From an optimization exercise on the open Yosys and OpenROAD flow, aimed at small area and a short achievable clock period; shortcuts taken in it are not production practice. In this exercise RTL edits were held to simulation tests only and were not proved equivalent to the original.

## processor
module processor(clk, rst, i_dataValid, i_packet, o_answer);
Settings: LEC_CHECK=0, CAP_MARGIN=20, CORE_MARGIN=2, CORE_UTILIZATION=60, SLEW_MARGIN=20, SYNTH_HIERARCHICAL=1; clock period 42.0 ns.
standard.sh (not shown) runs the stock make flow with config.mk's settings and CLKGATE_MAP_FILE= SYNTH_SCRIPT=/design/flow/synth_recipe.tcl, a recipe that flattens the netlist after the stock synthesis.
==> flow/flow/run.sh <==
#!/bin/bash
# Standard layout, with plain buf_1 cells as the buffers that every input and output port gets,
# and timing repair asked to keep 27 ns of setup slack (a 15 ns path) so that the resizer
# buffers and sizes the critical path instead of leaving minimum-size gates on it.
set -euo pipefail
export BUFFER_PORTS_ARGS="-buffer_cell sky130_fd_sc_hd__buf_1"
export SETUP_SLACK_MARGIN=27
bash standard.sh > standard.log 2>&1
The first run went through all stages and came out clean.
==> next run, changes <==
==> flow/flow/run.sh (replaced) <==
#!/bin/bash
# Standard layout, with plain buf_1 cells (instead of the default delay buffers) as the
# buffers that every input and output port gets.
set -euo pipefail
export BUFFER_PORTS_ARGS="-buffer_cell sky130_fd_sc_hd__buf_1"
bash standard.sh > standard.log 2>&1
Synthesized cell count stays the same.
Worst hold slack degrades by 44 ps.
Clock skew barely changes.
Fmax shrinks by 6.8%.
Clock-buffer cell count grows by 1.
Non-clock buffer count falls by 50.

---

Setup of lane 1:
processor, a different RTL version from the one above (not shown whole).
Size in the first run: ~67 I/O pins, roughly 7000 sq um of cells after synthesis.
## processor
module processor(clk, rst, i_dataValid, i_packet, o_answer);
  input clk;
  input rst;
  input i_dataValid;
  input [31:0] i_packet;
  output reg [31:0] o_answer;
  reg [6:0] rf;
  reg f;
  wire dir = i_packet[31];
  wire [30:0] v;
  wire [3:0] g;
  gctl uc0 (.vld(i_dataValid), .rst(rst), .g(g[0]));
  gctl uc1 (.vld(i_dataValid), .rst(rst), .g(g[1]));
  gctl uc2 (.vld(i_dataValid), .rst(rst), .g(g[2]));
  gctl uc3 (.vld(i_dataValid), .rst(rst), .g(g[3]));
  gate8 ug0 (.d(i_packet[7:0]), .g(g[0]), .q(v[7:0]));
  gate8 ug1 (.d(i_packet[15:8]), .g(g[1]), .q(v[15:8]));
  gate8 ug2 (.d(i_packet[23:16]), .g(g[2]), .q(v[23:16]));
  gate8 ug3 (.d({1'b0, i_packet[30:24]}), .g(g[3]), .q({nc_unused, v[30:24]}));
  wire nc_unused;
  wire [31:0] a = o_answer;
  wire [6:0] rneg = (rf == 7'd0) ? 7'd0 : 7'd100 - rf;
  wire [6:0] rin1 = f ? rf : rneg;        
  wire [6:0] rin0 = f ? rneg : rf;        
  wire [6:0] rin = dir ? rin1 : rin0;
  wire [9:0] c0 = v[11:2];
  wire [9:0] c1 = v[21:12];
  wire [8:0] c2 = v[30:22];
  wire [9:0] c1n = ~c1;
  wire [8:0] c2n = ~c2;
  wire [2:0] uq = {1'b0, v[1:0]} + {1'b0, rin[1:0]};
  wire cc = uq[2];
  wire ns_1, nc_2;
  fa uns_1 (.a(c0[0]), .b(c1n[0]), .c(c2[0]), .s(ns_1), .co(nc_2));
  wire ns_3, nc_4;
  fa uns_3 (.a(c0[7]), .b(c1n[7]), .c(c2[7]), .s(ns_3), .co(nc_4));
  wire ns_5, nc_6;
  fa uns_5 (.a(rin[2]), .b(cc), .c(ns_1), .s(ns_5), .co(nc_6));
  wire ns_7, nc_8;
  xn2 uns_7 (.a(c0[1]), .b(c1n[1]), .y(ns_7));
  ...
export LEC_CHECK = 0
export CAP_MARGIN = 20
export CORE_MARGIN = 2
export CORE_UTILIZATION = 75
export SLEW_MARGIN = 20
export SYNTH_HIERARCHICAL = 1
create_clock -name core_clock -period 42.0 [get_ports {clk}]
==> flow/flow/run.sh <==
#!/bin/bash
# Standard layout, with plain buf_1 cells as the buffers that every input and output port gets,
# and timing repair asked to keep 27 ns of setup slack (a 15 ns path) so that the resizer
# buffers and sizes the critical path instead of leaving minimum-size gates on it.
set -euo pipefail
export BUFFER_PORTS_ARGS="-buffer_cell sky130_fd_sc_hd__buf_1"
export SETUP_SLACK_MARGIN=27
bash standard.sh > standard.log 2>&1
Input-level comparison between lane 2 and lane 1:
Settings: changing CORE_UTILIZATION from 75 to 60.
==> flow/flow/run.sh <==
#!/bin/bash
# Standard layout, with plain buf_1 cells as the buffers that every input and output port gets,
# and timing repair asked to keep 26 ns of setup slack (a 16 ns path) so that the resizer
# buffers and sizes the critical path instead of leaving minimum-size gates on it.
set -euo pipefail
export BUFFER_PORTS_ARGS="-buffer_cell sky130_fd_sc_hd__buf_1"
export SETUP_SLACK_MARGIN=26
bash standard.sh > standard.log 2>&1
- Looking at the reports, lane 1 completed the entire flow and the layout it produced met the timing, design-rule and antenna checks.
- Lane 2 reached the end of the flow, and the finished layout is clean on the timing, design-rule and antenna checks.
- Lane 2 packs its core looser than lane 1.
- [lane 2] final weighted congestion in routability-driven placement fell about 11% relative to lane 1
- Relative to lane 1, lane 2 improves via count.
For lane 3, these inputs were changed with respect to lane 2:
==> flow/flow/run.sh <==
#!/bin/bash
# Standard layout, with plain buf_1 cells as the buffers that every input and output port gets,
# and timing repair asked to keep 25 ns of setup slack (a 17 ns path) so that the resizer
# buffers and sizes the critical path instead of leaving minimum-size gates on it.
set -euo pipefail
export BUFFER_PORTS_ARGS="-buffer_cell sky130_fd_sc_hd__buf_1"
export SETUP_SLACK_MARGIN=25
bash standard.sh > standard.log 2>&1
### Flow results
Going from lane 2 to lane 3, shortest clock period the worst path allows after layout increased 600 ps, worst setup margin fell by 600 ps, fraction of the cycle the final worst path needs picked up an extra 1.4 points.

what the ideal ports hide:
The results above use ideal ports. As a check the final layouts listed here were re-extracted and re-timed, cells and wires unchanged. Step 1: set_driving_cell puts a clkbuf_16 on clk and a buf_2 on each other input, an assumption about the parent block. Step 2 also shifts input and output timing later by t, the mid clock arrival at the registers, as if the neighbouring blocks saw the same clock. Slacks: no drivers / after step 1 / after step 2; pairs: no drivers / after step 1.
run | t (ns) | setup WS [ns] | hold slack, ns | worst setup path after step 2 | cell pins on the clock port's net
the first run of note 1 | 0.343 | 27.076 / 27.068 / 26.726 | 0.653 / 0.653 / 0.653 | input to register | 1
the second run of note 1 | 0.353 | 25.985 / 25.998 / 25.645 | 0.609 / 0.609 / 0.609 | input to register | 1
lane 1 | 0.339 | 27.046 / 27.062 / 26.723 | 0.717 / 0.717 / 0.717 | input to register | 1
lane 2 | 0.338 | 26.454 / 26.473 / 26.135 | 0.709 / 0.709 / 0.709 | input to register | 1
lane 3 | 0.338 | 25.854 / 25.876 / 25.538 | 0.708 / 0.708 / 0.708 | input to register | 1
After both steps every run listed still meets setup and hold. For the first run of note 1, which loses most, drivers alone change the setup slack by -0.008 ns; drivers and shift together by -0.350 ns.
